This is an optimization exercise on Yosys and OpenROAD, whose aim is small area, a short achievable clock period and few clock cycles, not a production implementation.
Function was checked by simulation only, so behaviour that the tests miss may differ from the original.
No driver is modelled on the clock port, so clocking that relies on it looks cheaper here than on a real chip.

Design BAS, start of the top module:
module BAS(input clk, input reset, input [8:0]count, input [8:0]seed1, input [8:0]seed2, input [15:0]xi, input [15:0]yi, input [15:0]P, input [15:0]E, output [15:0]xo, output [15:0]yo, output [15:0]fo, output [31:0]clk_cnt, output reg done);
    localparam K_NONE = 3'd0, K_INIT = 3'd1, K_R = 3'd2, K_L = 3'd3, K_T0 = 3'd4, K_T1 = 3'd5;
    reg [15:0] x, y, p, e;
    reg [14:0] f;
    reg [8:0] cnt, itc;
    reg [1:0] pc;                        
    reg act;                             
    reg [1:0] k;                         
    wire s0 = act & (k == 2'd0), s1 = act & (k == 2'd1);
    wire s2 = act & (k == 2'd2), s3 = act & (k == 2'd3);
    wire [15:0] dx, dy, ndx, ndy;
    twin_lfsr lfsr(clk, reset, s3, seed1, seed2, dx, dy, ndx, ndy);
    wire useE = s0 | s1;
    wire useY = (pc == 2'd1) | s1 | s3;
    wire [15:0] ma = useE ? e : p;
    wire [15:0] d = (s2 | s3) ? (useY ? ndy : ndx) : (useY ? dy : dx);
    wire [15:0] mp;
    Bfloat16_mul m1(ma, {1'b0, d[14:0]}, mp);
    reg [14:0] opa, opb, opc, opd;       
    reg [2:0] k1, k2;                    
    reg [14:0] fr;                       
    reg [15:0] x1, y1, xsel, ysel;
    reg sg;
    reg pend;                            
    reg [1:0] c0, c1;                    
    wire [1:0] cs = sg ? c1 : c0;
    wire pred = cs[1];                   
    wire last = (itc + 9'd1 == cnt);
    wire ini = (pc == 2'd2);
    wire pe = s0 | s1;
    wire nz = pe ? (p[14:0] != 15'd0) : (e[14:0] != 15'd0);
    wire neg = s1 | s2;
    wire [14:0] ox = pe ? opa : opc;
    wire [14:0] oy = pe ? opb : opd;
  ...
Size in the first run: ~3800 cells after synthesis, about 170 I/O pins.
Settings: LEC_CHECK=0, ABC_AREA=1, CAP_MARGIN=20, CORE_MARGIN=2, CORE_UTILIZATION=60, CTS_CLUSTER_DIAMETER=100, CTS_CLUSTER_SIZE=20, SLEW_MARGIN=20; clock period 72.0 ns.
standard.sh (not shown) runs the stock make flow with config.mk's settings and CLKGATE_MAP_FILE= SYNTH_SCRIPT=/design/flow/synth_recipe.tcl, a recipe that flattens the netlist after the stock synthesis.
==> flow/flow/run.sh <==
#!/bin/bash
# The standard layout, except:
# - synthesis maps all the logic with the ABC script flow/area.abc, in place
#   of ORFS's area script and without first mapping adders to full/half-adder
#   cells (ADDER_MAP_FILE empty); otherwise synth_recipe.tcl unchanged;
# - plain buf_1 cells as the port buffers;
# - timing repair aiming at 56.1 ns of setup slack, and after CTS a repair
#   of the paths from the inputs only (flow/io_repair.tcl).
set -euo pipefail
W=$PWD
cat > "$W/flow_synth.tcl" <<TCL
proc abc {args} {
  set i [lsearch -exact \$args -script]
  if {\$i >= 0} { lset args [expr {\$i + 1}] $W/flow/area.abc }
  yosys abc {*}\$args
}
source $W/synth_recipe.tcl
TCL
bash standard.sh "SYNTH_SCRIPT=$W/flow_synth.tcl" ADDER_MAP_FILE= "BUFFER_PORTS_ARGS=-buffer_cell sky130_fd_sc_hd__buf_1" SETUP_SLACK_MARGIN=56.1 "POST_CTS_TCL=$W/flow/io_repair.tcl" finish > standard.log 2>&1
==> flow/flow/area.abc <==
strash
ifraig
dc2
dch -f
amap -m
topo
stime -c
buffer -c
upsize -c -D 12500
dnsize -c -D 12500
==> flow/flow/io_repair.tcl <==
# Run after CTS (POST_CTS_TCL): a timing repair of the paths from the inputs
# to the registers only, aiming at 56.9 ns of slack; the other paths are left
# to the standard repair. The false paths are set for this repair only and
# removed again before the design is written.
set_false_path -from [all_registers] -to [all_registers]
set_false_path -to [all_outputs]
repair_timing -setup -setup_margin 56.9 -verbose
sta::unset_path_exceptions -from [all_registers] -to [all_registers]
sta::unset_path_exceptions -to [all_outputs]
detailed_placement
check_placement -verbose
estimate_parasitics -placement
report_worst_slack -max
The first run completed without violations.
Testbench counts at the start, summed over its fixed seeds: cycles 200,424.
Change:
--- a/flow/flow/run.sh
+++ b/flow/flow/run.sh
@@ -7 +7 @@
-# - timing repair aiming at 56.1 ns of setup slack, and after CTS a repair
+# - timing repair aiming at 56.2 ns of setup slack, and after CTS a repair
@@ -19 +19 @@
-bash standard.sh "SYNTH_SCRIPT=$W/flow_synth.tcl" ADDER_MAP_FILE= "BUFFER_PORTS_ARGS=-buffer_cell sky130_fd_sc_hd__buf_1" SETUP_SLACK_MARGIN=56.1 "POST_CTS_TCL=$W/flow/io_repair.tcl" finish > standard.log 2>&1
+bash standard.sh "SYNTH_SCRIPT=$W/flow_synth.tcl" ADDER_MAP_FILE= "BUFFER_PORTS_ARGS=-buffer_cell sky130_fd_sc_hd__buf_1" SETUP_SLACK_MARGIN=56.2 "POST_CTS_TCL=$W/flow/io_repair.tcl" finish > standard.log 2>&1
Result: Synthesized cell count is unchanged. Worst setup slack improved by 13 ps. Worst hold slack gains 6.3 ps. Routed wire length climbs slightly. Sequential cell count stays the same. Synthesized area is unchanged.
Change:
- CTS_CLUSTER_DIAMETER: 100 -> 120
- CTS_CLUSTER_SIZE: 20 -> 24
What happened: Setup slack is about the same. Synthesized cell count does not change. Hold slack improves by 5.7 ps. Global-route usage is about the same. Wire length is about the same. Die area is unchanged. Sequential share of layout area rises by 0.12 points. Clock skew hardly moves.
Change:
--- a/flow/flow/run.sh
+++ b/flow/flow/run.sh
@@ -8 +8,2 @@
-#   of the paths from the inputs only (flow/io_repair.tcl).
+#   of the paths from the inputs only, with buf_2 output port buffers
+#   (flow/io_repair.tcl).
==> flow/flow/io_repair.tcl (replaced) <==
# Run after CTS (POST_CTS_TCL).
# 1. The output ports' buffers become buf_2 (the port buffers are buf_1).
foreach port [get_ports -filter "direction==output"] {
  foreach pin [get_pins -of_objects [get_nets -of_objects $port] -filter "direction==output"] {
    set inst [get_cells -of_objects $pin]
    if {[get_property $inst ref_name] == "sky130_fd_sc_hd__buf_1"} {
      replace_cell $inst sky130_fd_sc_hd__buf_2
    }
  }
}
# 2. A timing repair of the paths from the inputs to the registers only,
# aiming at 56.9 ns of slack; the other paths are left to the standard
# repair. The false paths are set for this repair only and removed again
# before the design is written.
set_false_path -from [all_registers] -to [all_registers]
set_false_path -to [all_outputs]
repair_timing -setup -setup_margin 56.9 -verbose
sta::unset_path_exceptions -from [all_registers] -to [all_registers]
sta::unset_path_exceptions -to [all_outputs]
detailed_placement
check_placement -verbose
estimate_parasitics -placement
report_worst_slack -max
This time the run ended with an error in clock tree synthesis (STA-0100).
Synthesized cell count does not change.
Area after synthesis does not change.
Change:
--- a/flow/flow/run.sh
+++ b/flow/flow/run.sh
@@ -8,2 +8 @@
-#   of the paths from the inputs only, with buf_2 output port buffers
-#   (flow/io_repair.tcl).
+#   of the paths from the inputs only (flow/io_repair.tcl).
==> flow/flow/area.abc (replaced) <==
strash
ifraig
dc2
dch -f
amap
topo
stime -c
buffer -c
upsize -c
dnsize -c
==> flow/flow/io_repair.tcl (replaced) <==
# Run after CTS (POST_CTS_TCL): a timing repair of the paths from the inputs
# to the registers only, aiming at 56.9 ns of slack; the other paths are left
# to the standard repair. The false paths are set for this repair only and
# removed again before the design is written.
set_false_path -from [all_registers] -to [all_registers]
set_false_path -to [all_outputs]
repair_timing -setup -setup_margin 56.9 -verbose
sta::unset_path_exceptions -from [all_registers] -to [all_registers]
sta::unset_path_exceptions -to [all_outputs]
detailed_placement
check_placement -verbose
estimate_parasitics -placement
report_worst_slack -max
- CTS_CLUSTER_DIAMETER: 120 -> 100
- CTS_CLUSTER_SIZE: 24 -> 20
The changed run completed without violations.
Synthesized cell count increases slightly.
Synthesized area increases by a few percent.
Change:
==> flow/flow/area.abc (replaced) <==
strash
dc2
dc2
dch -f
amap
topo
stime -c
buffer -c
upsize -c
dnsize -c
Via count came out higher by 2.2%.
Fmax came out lower by 0.49%.
Global-route usage came out higher by 0.92 points.
Wire length came out higher by 4.4%.
Non-clock buffer count came out higher by 40.
Register-to-register slack degrades by 110 ps.
Clock-buffer cell count stays the same.
Core utilization came out higher by 0.96 points.
Sequential share of layout area came out lower by 0.28 points.

==> afterwards: timing with drivers on the ports <==
In the flow no input, the clock included, has a driving cell. The finished layouts below were timed again as built, in two steps. Step 1: set_driving_cell puts a clkbuf_16 on clk and a buf_2 on each other input, an assumption about the parent block. Step 2 moves the port delays by t, midway between the first and last clock arrival at a register: inputs arrive t later, outputs are due t later. That takes back most of the time a late clock gives input paths. a / b / c = ideal ports / drivers / drivers and shift; a / b = the first two.
| run | shift t [ns] | setup WS [ns] | worst register clock-pin slew, ns | worst slew at a driven data input, ns | cell pins on the clock port's net |
|---|---|---|---|---|---|
| the first run | 0.596 | 56.371 / 56.310 / 56.136 | 0.09 / 0.09 | 0.21 | 1 |
| the second run | 0.605 | 56.384 / 56.322 / 56.291 | 0.09 / 0.09 | 0.08 | 1 |
| the third run | 0.595 | 56.382 / 56.321 / 56.294 | 0.11 / 0.11 | 0.08 | 1 |
| the fifth run | 0.597 | 56.385 / 56.326 / 56.369 | 0.10 / 0.10 | 0.09 | 1 |
| the sixth run | 0.603 | 56.307 / 56.248 / 56.258 | 0.09 / 0.09 | 0.10 | 1 |
After both steps every run listed still meets setup and hold. The setup slack of the first run, which loses most, moves by -0.061 ns with the drivers and by -0.235 ns with both steps.
